Context: an optimization exercise on an open-source flow, tuned for small area, a short achievable clock period and few clock cycles. The choices shown serve that exercise and are no tape-out recipe. In this exercise RTL edits were held to simulation tests only and were not proved equivalent to the original. Power is estimated from default activity; no workload was simulated.

## alpha
// STA
module STA(
	rst_n,
	clk,
	in_valid,
	delay,
	source,
	destination,
	out_valid,
	worst_delay,
	path
);
Settings: LEC_CHECK=0, ABC_AREA=1, CAP_MARGIN=20, CORE_MARGIN=2, CORE_UTILIZATION=40, CTS_CLUSTER_DIAMETER=100, CTS_CLUSTER_SIZE=20, PLACE_DENSITY=0.75, SETUP_SLACK_MARGIN=5, SLEW_MARGIN=20; clock period 12.0 ns.
run.sh (not shown) runs the stock make flow with config.mk's settings and CLKGATE_MAP_FILE= SYNTH_SCRIPT=/design/flow/synth_recipe.tcl, a recipe that flattens the netlist after the stock synthesis.
Testbench counts of alpha, summed over its fixed seeds: cycles 76,625.
For beta, these inputs were changed with respect to alpha:
- SETUP_SLACK_MARGIN no longer set, was 5
==> flow/flow/run.sh (new file) <==
#!/bin/bash
# Standard layout (the standard.sh, unchanged synthesis and flow), with
# ORFS's timing repair asked to leave more setup slack than the 12 ns clock
# needs, so that it sizes up the critical paths. Constraints are unchanged.
set -euo pipefail
bash standard.sh SETUP_SLACK_MARGIN=8.5 finish > standard_flow.log 2>&1
==> flow/standard.sh (new file) <==
#!/bin/bash
# synth_recipe.tcl (not shown) runs the flow's synth.tcl, then flattens the netlist and writes it again
# the make line also repeats each setting of config.mk as NAME=value (left out here)
make -C /OpenROAD-flow-scripts/flow DESIGN_CONFIG=/design/flow/config.mk WORK_HOME=/design/flow/orfs CLKGATE_MAP_FILE= SYNTH_SCRIPT=/design/flow/synth_recipe.tcl "${@:-finish}"
removed: flow/run.sh
## What came out
- Re global-route track usage on met3: beta is 1.0 points down on alpha.
- Summary: with alpha as the reference, routed wire length in beta moved down slightly.
- alpha vs beta, critical path start-end classification: flop to flop vs flop to output pin
- Detailed-route wire length on metal 1 up 0.47% in beta wrt alpha
- beta -> alpha: clock insertion delay at the later pin of the skew report flat
- Of alpha and beta, the run reporting the higher register-to-register slack was beta.

========
zinc:
Another version of the RTL of STA (not shown whole).
Size in the first run: roughly 3100 cells after synthesis, about 28 I/O pins, roughly 23000 um^2 of cells after synthesis.
clock: 12.0 ns
lec_check: 0
abc_area: 1
cap_margin: 20
core_margin: 2
core_utilization: 40
cts_cluster_diameter: 100
cts_cluster_size: 20
slew_margin: 20
standard.sh (not shown) runs the stock make flow with config.mk's settings and CLKGATE_MAP_FILE= SYNTH_SCRIPT=/design/flow/synth_recipe.tcl, a recipe that flattens the netlist after the stock synthesis.
==> flow/flow/run.sh <==
#!/bin/bash
# Standard layout (the standard.sh, unchanged synthesis and flow), with
# ORFS's timing repair asked to leave more setup slack than the 12 ns clock
# needs, so that it sizes up the critical paths. Constraints are unchanged.
set -euo pipefail
bash standard.sh SETUP_SLACK_MARGIN=8.3 finish > standard_flow.log 2>&1
Testbench counts of zinc, summed over its fixed seeds: cycles 76,625.
The following lists how raven was set up differently from zinc:
--- a/flow/flow/run.sh
+++ b/flow/flow/run.sh
@@ -4,3 +4,3 @@
 # needs, so that it sizes up the critical paths. Constraints are unchanged.
 set -euo pipefail
-bash standard.sh SETUP_SLACK_MARGIN=8.3 finish > standard_flow.log 2>&1
+bash standard.sh SETUP_SLACK_MARGIN=8.4 finish > standard_flow.log 2>&1
[summary]
Of zinc and raven, the run reporting the lower core utilization was zinc.
Between raven and zinc, it is raven whose leakage power of the design is higher, by 1.4%.
On raven: setup slack is 130 ps lower than what zinc gave.

========
before:
The RTL this note starts from:
==> flow/design.v <==
module STA(
	rst_n,
	clk,
	in_valid,
	delay,
	source,
	destination,
	out_valid,
	worst_delay,
	path
);
input			rst_n, clk, in_valid;
input	[3:0]	delay;
input	[3:0]	source;
input	[3:0]	destination;
output reg			out_valid;
output reg	[7:0]	worst_delay;
output reg	[3:0]	path;
integer u, v;
reg         s_idle;		 
reg         s_in;		 
reg         s_comp;		 
reg         s_out;		 
reg         s_last;		 
reg  [4:0]  cnt;		 
reg  [15:0] adj [0:15];
reg  [7:0]  val [0:15];
reg  [15:0] rdone;		 
reg         busy;
reg  [3:0]  cur;
reg  [15:0] rem;
reg         a_first;
reg         b_valid;
reg         b_first;
reg         b_last;
reg  [3:0]  b_cur;
reg  [3:0]  b_d;
reg  [15:0] b_lo;
reg  [15:0] b_hi;
reg         b_fw1;		 
reg         b_fw2;
reg  [7:0]  acc;
reg  [3:0]  best;
reg         wr_valid;
reg  [3:0]  wr_cur;
reg  [3:0]  wr_d;
reg  [7:0]  wr_acc;
reg  [3:0]  wr_best;
reg         iv_r;
reg  [3:0]  src_r;
reg  [3:0]  dst_r;
reg  [3:0]  dly_r;
always @(posedge clk or negedge rst_n) begin
	if (!rst_n) iv_r <= 1'b0;
	else        iv_r <= in_valid;
end
always @(posedge clk) begin
	src_r <= source;
	dst_r <= destination;
	dly_r <= delay;
end
wire idle = s_idle;
wire        last   = b_valid && b_last;
reg  [15:0] bl_dec;		 
always @(*) begin
	for (u = 0; u < 16; u = u + 1)
		bl_dec[u] = last && (b_cur == u);
end
wire [15:0] eff    = rem;
wire        issue  = busy;
reg  [15:0] rem_rev;
reg  [15:0] hi;
always @(*) begin
	for (v = 0; v < 16; v = v + 1)
		rem_rev[v] = eff[15 - v];
end
wire [15:0] hi_rev = rem_rev & (~rem_rev + 16'd1);
always @(*) begin
	for (v = 0; v < 16; v = v + 1)
		hi[v] = hi_rev[15 - v];
end
wire [15:0] lo     = eff & (~eff + 16'd1);
wire [15:0] rem_n  = rem & ~lo & ~hi;
wire        a_last = busy && (rem_n == 16'd0);
reg  [15:0] cur_dec;
reg  [3:0]  a_d;
always @(*) begin
	a_d = 4'd0;
	for (u = 0; u < 16; u = u + 1) begin
		cur_dec[u] = (cur == u);
		a_d = a_d | ({4{cur_dec[u]}} & val[u][3:0]);
	end
end
reg  [7:0]  hrd [0:15];
always @(*) begin
	for (v = 0; v < 16; v = v + 1)
		hrd[v] = (v == 0) ? 8'd0 : (v == 1) ? {4'd0, val[1][3:0]} : val[v];
end
wire [4:0]  hs_lo  = {1'b0, wr_acc[3:0]} + {1'b0, wr_d};
wire [3:0]  hs_hi1 = wr_acc[7:4] + 4'd1;
wire [7:0]  hsum   = {hs_lo[4] ? hs_hi1 : wr_acc[7:4], hs_lo[3:0]};
reg  [7:0]  hv1, hv2;
reg  [3:0]  e1, e2;
always @(*) begin
	hv1 = 8'd0;
	hv2 = 8'd0;
	e1 = 4'd0;
	e2 = 4'd0;
	for (v = 0; v < 16; v = v + 1) begin
		hv1 = hv1 | ({8{b_lo[v]}} & hrd[v]);
		hv2 = hv2 | ({8{b_hi[v]}} & hrd[v]);
		e1 = e1 | ({4{b_lo[v]}} & v[3:0]);
		e2 = e2 | ({4{b_hi[v]}} & v[3:0]);
	end
end
wire [7:0]  hx1    = b_fw1 ? hsum : hv1;
wire [7:0]  hx2    = b_fw2 ? hsum : hv2;
wire        c12    = (hx1 >= hx2);
wire        c1a    = b_first || (hx1 >= acc);
wire        c2a    = b_first || (hx2 >= acc);
wire        t1     = c12 && c1a;
wire        t2     = !c12 && c2a;
wire [7:0]  acc_n  = t1 ? hx1 : t2 ? hx2 : acc;
wire [3:0]  best_n = t1 ? e1 : t2 ? e2 : best;
wire [15:0] donex = rdone | 16'h0002;
wire        scan = s_comp || s_last;
reg  [15:0] esrc;
always @(*) begin
	for (u = 0; u < 16; u = u + 1)
		esrc[u] = iv_r && (src_r == u);
end
reg  [15:0] ready;
always @(*) begin
	for (u = 0; u < 16; u = u + 1)
		ready[u] = (u != 1) && !rdone[u] && !esrc[u] && ((adj[u] & ~donex) == 16'd0);
end
wire [15:0] psel = ready & (~ready + 16'd1);
wire        pick = scan && (!busy || a_last) && (ready != 16'd0);
reg  [3:0]  penc;
always @(*) begin
	penc = 4'd0;
	for (u = 0; u < 16; u = u + 1)
		penc = penc | ({4{psel[u]}} & u[3:0]);
end
wire [15:0] rsel = scan ? psel : rem;
reg  [15:0] row;
always @(*) begin
	row = 16'd0;
	for (u = 0; u < 16; u = u + 1)
		row = row | ({16{rsel[u]}} & adj[u]);
end
reg  [3:0] row_enc;
always @(*) begin
	row_enc = 4'd0;
	for (u = 0; u < 16; u = u + 1)
		row_enc = row_enc | ({4{row[u]}} & u[3:0]);
end
reg  [15:0] wr_dec;
reg  [15:0] best_dec;
always @(*) begin
	for (u = 0; u < 16; u = u + 1) begin
		wr_dec[u]   = wr_valid && (wr_cur == u);
		best_dec[u] = (wr_best == u);
	end
end
wire fin0 = wr_valid && (wr_cur == 4'd0);
always @(posedge clk or negedge rst_n) begin
	if (!rst_n) begin
		s_idle <= 1'b1;
		s_in <= 1'b0;
		s_comp <= 1'b0;
		s_out <= 1'b0;
		s_last <= 1'b0;
		cnt <= 5'd0;
		busy <= 1'b0;
		b_valid <= 1'b0;
		wr_valid <= 1'b0;
		out_valid <= 1'b0;
		worst_delay <= 8'd0;
		path <= 4'd0;
	end else begin
		b_valid <= issue;
		wr_valid <= last;
		if (pick) busy <= 1'b1;
		else if (a_last) busy <= 1'b0;
		if (s_idle) begin
			cnt <= 5'd0;
			if (iv_r) begin
				s_idle <= 1'b0;
				s_in <= 1'b1;
				cnt <= 5'd1;
			end
		end
		if (s_in) begin
			cnt <= cnt + 5'd1;
			s_last <= (cnt == 5'd30);
			if (s_last) begin
				s_in <= 1'b0;
				s_comp <= 1'b1;
			end
		end
		if (s_comp && fin0) begin
			s_comp <= 1'b0;
			s_out <= 1'b1;
			out_valid <= 1'b1;
			worst_delay <= hsum;
			path <= 4'd0;
		end
		if (s_out) begin
			worst_delay <= 8'd0;
			if (path == 4'd1) begin
				out_valid <= 1'b0;
				path <= 4'd0;
				s_out <= 1'b0;
				s_idle <= 1'b1;
			end else begin
				path <= row_enc;
			end
		end
	end
end
always @(posedge clk) begin
	rem <= (pick || s_out) ? row : fin0 ? 16'd1 : rem_n;
	b_lo <= lo;
	b_hi <= hi;
	b_fw1 <= ((lo & bl_dec) != 16'd0);
	b_fw2 <= ((hi & bl_dec) != 16'd0);
	b_last <= a_last;
	b_cur <= cur;
	b_d <= a_d;
	b_first <= a_first;
	if (pick) a_first <= 1'b1;
	else if (issue) a_first <= 1'b0;
	if (pick) cur <= penc;
	acc <= acc_n;
	best <= best_n;
	wr_cur <= b_cur;
	wr_d <= b_d;
	wr_acc <= acc_n;
	wr_best <= best_n;
end
always @(posedge clk) begin
	for (u = 0; u < 16; u = u + 1) begin
		if (idle) rdone[u] <= 1'b0;
		else if (pick && psel[u]) rdone[u] <= 1'b1;
	end
end
reg  [15:0] rw_sel, cl_sel, rw_keep;
always @(*) begin
	for (u = 0; u < 16; u = u + 1) begin
		rw_sel[u]  = s_comp ? wr_dec[u] : esrc[u];
		cl_sel[u]  = s_comp ? best_dec[u] : (dst_r == u);
		rw_keep[u] = !idle && !wr_dec[u];
	end
end
always @(posedge clk) begin
	for (u = 0; u < 16; u = u + 1) begin
		for (v = 0; v < 16; v = v + 1) begin
			if (u != 1 && v != 0 && u != v)
				adj[u][v] <= (rw_sel[u] && cl_sel[v]) || (rw_keep[u] && adj[u][v]);
			else
				adj[u][v] <= 1'b0;
		end
	end
end
wire [7:0]  vw_data = s_comp ? hsum : {4'd0, dly_r};
reg  [15:0] vw_en;
always @(*) begin
	for (u = 0; u < 16; u = u + 1)
		vw_en[u] = s_comp ? (wr_dec[u] && u != 0 && u != 1)
		                  : ((s_idle && u == 0) || (s_in && !cnt[4] && cnt[3:0] == u));
end
always @(posedge clk) begin
	for (u = 0; u < 16; u = u + 1)
		if (vw_en[u]) begin
			if (u < 2) val[u][3:0] <= vw_data[3:0];
			else val[u] <= vw_data;
		end
end
endmodule
export LEC_CHECK = 0
export ABC_AREA = 1
export CAP_MARGIN = 20
export CORE_MARGIN = 2
export CORE_UTILIZATION = 40
export CTS_CLUSTER_DIAMETER = 100
export CTS_CLUSTER_SIZE = 20
export SLEW_MARGIN = 20
create_clock -name core_clock -period 12.0 [get_ports {clk}]
==> flow/flow/run.sh <==
#!/bin/bash
# Standard layout (the standard.sh, unchanged synthesis and flow), with
# ORFS's timing repair asked to leave more setup slack than the 12 ns clock
# needs, so that it sizes up the critical paths. Constraints are unchanged.
set -euo pipefail
bash standard.sh SETUP_SLACK_MARGIN=8.4 finish > standard_flow.log 2>&1
Testbench counts of before, summed over its fixed seeds: cycles 76,625.
Changes in after relative to before:
--- a/flow/flow/run.sh
+++ b/flow/flow/run.sh
@@ -5,2 +5,2 @@
 set -euo pipefail
-bash standard.sh SETUP_SLACK_MARGIN=8.4 finish > standard_flow.log 2>&1
+bash standard.sh SETUP_SLACK_MARGIN=8.5 finish > standard_flow.log 2>&1
--- a/flow/config.mk
+++ b/flow/config.mk
@@ -13,2 +13,3 @@
 export CTS_CLUSTER_SIZE = 20
+export PLACE_DENSITY = 0.75
 export SLEW_MARGIN = 20
### Flow results
after ends up with a power density over the cells that is about 1.1% higher than in before. Per the comparison of after with before, proportion of cell area occupied by multi-input gates now smaller, routed wire length now smaller, worst setup slack after layout now smaller, level count of the clock H-tree comparable. [after] total area of multi-input combinational cells fell about 0.8% relative to before.

[static timing again, ports no longer ideal]
Ports are ideal in the flow. The routed layouts listed here were re-timed in OpenROAD. Step 1 sets driving cells, clkbuf_16 on the clock port and buf_2 on the other inputs (assumed; they add their load-dependent delay and slew). Step 2 moves the port delays by t, midway between the first and last clock arrival at a register: inputs arrive t later, outputs are due t later. That takes back most of the time a late clock gives input paths. Slacks: no drivers / after step 1 / after step 2; pairs: no drivers / after step 1.
run | t, ns | slack for setup (ns) | clock arrival spread, ns
alpha | 0.655 | 7.744 / 7.744 / 7.744 | 0.044 / 0.044
beta | 0.655 | 8.407 / 8.350 / 8.515 | 0.025 / 0.026
zinc | 0.676 | 8.343 / 8.279 / 8.349 | 0.042 / 0.041
raven | 0.675 | 8.215 / 8.215 / 8.215 | 0.043 / 0.043
before | 0.666 | 8.398 / 8.391 / 8.398 | 0.035 / 0.036
after | 0.669 | 8.382 / 8.321 / 8.392 | 0.033 / 0.032
After both steps setup and hold are still met in every run listed.
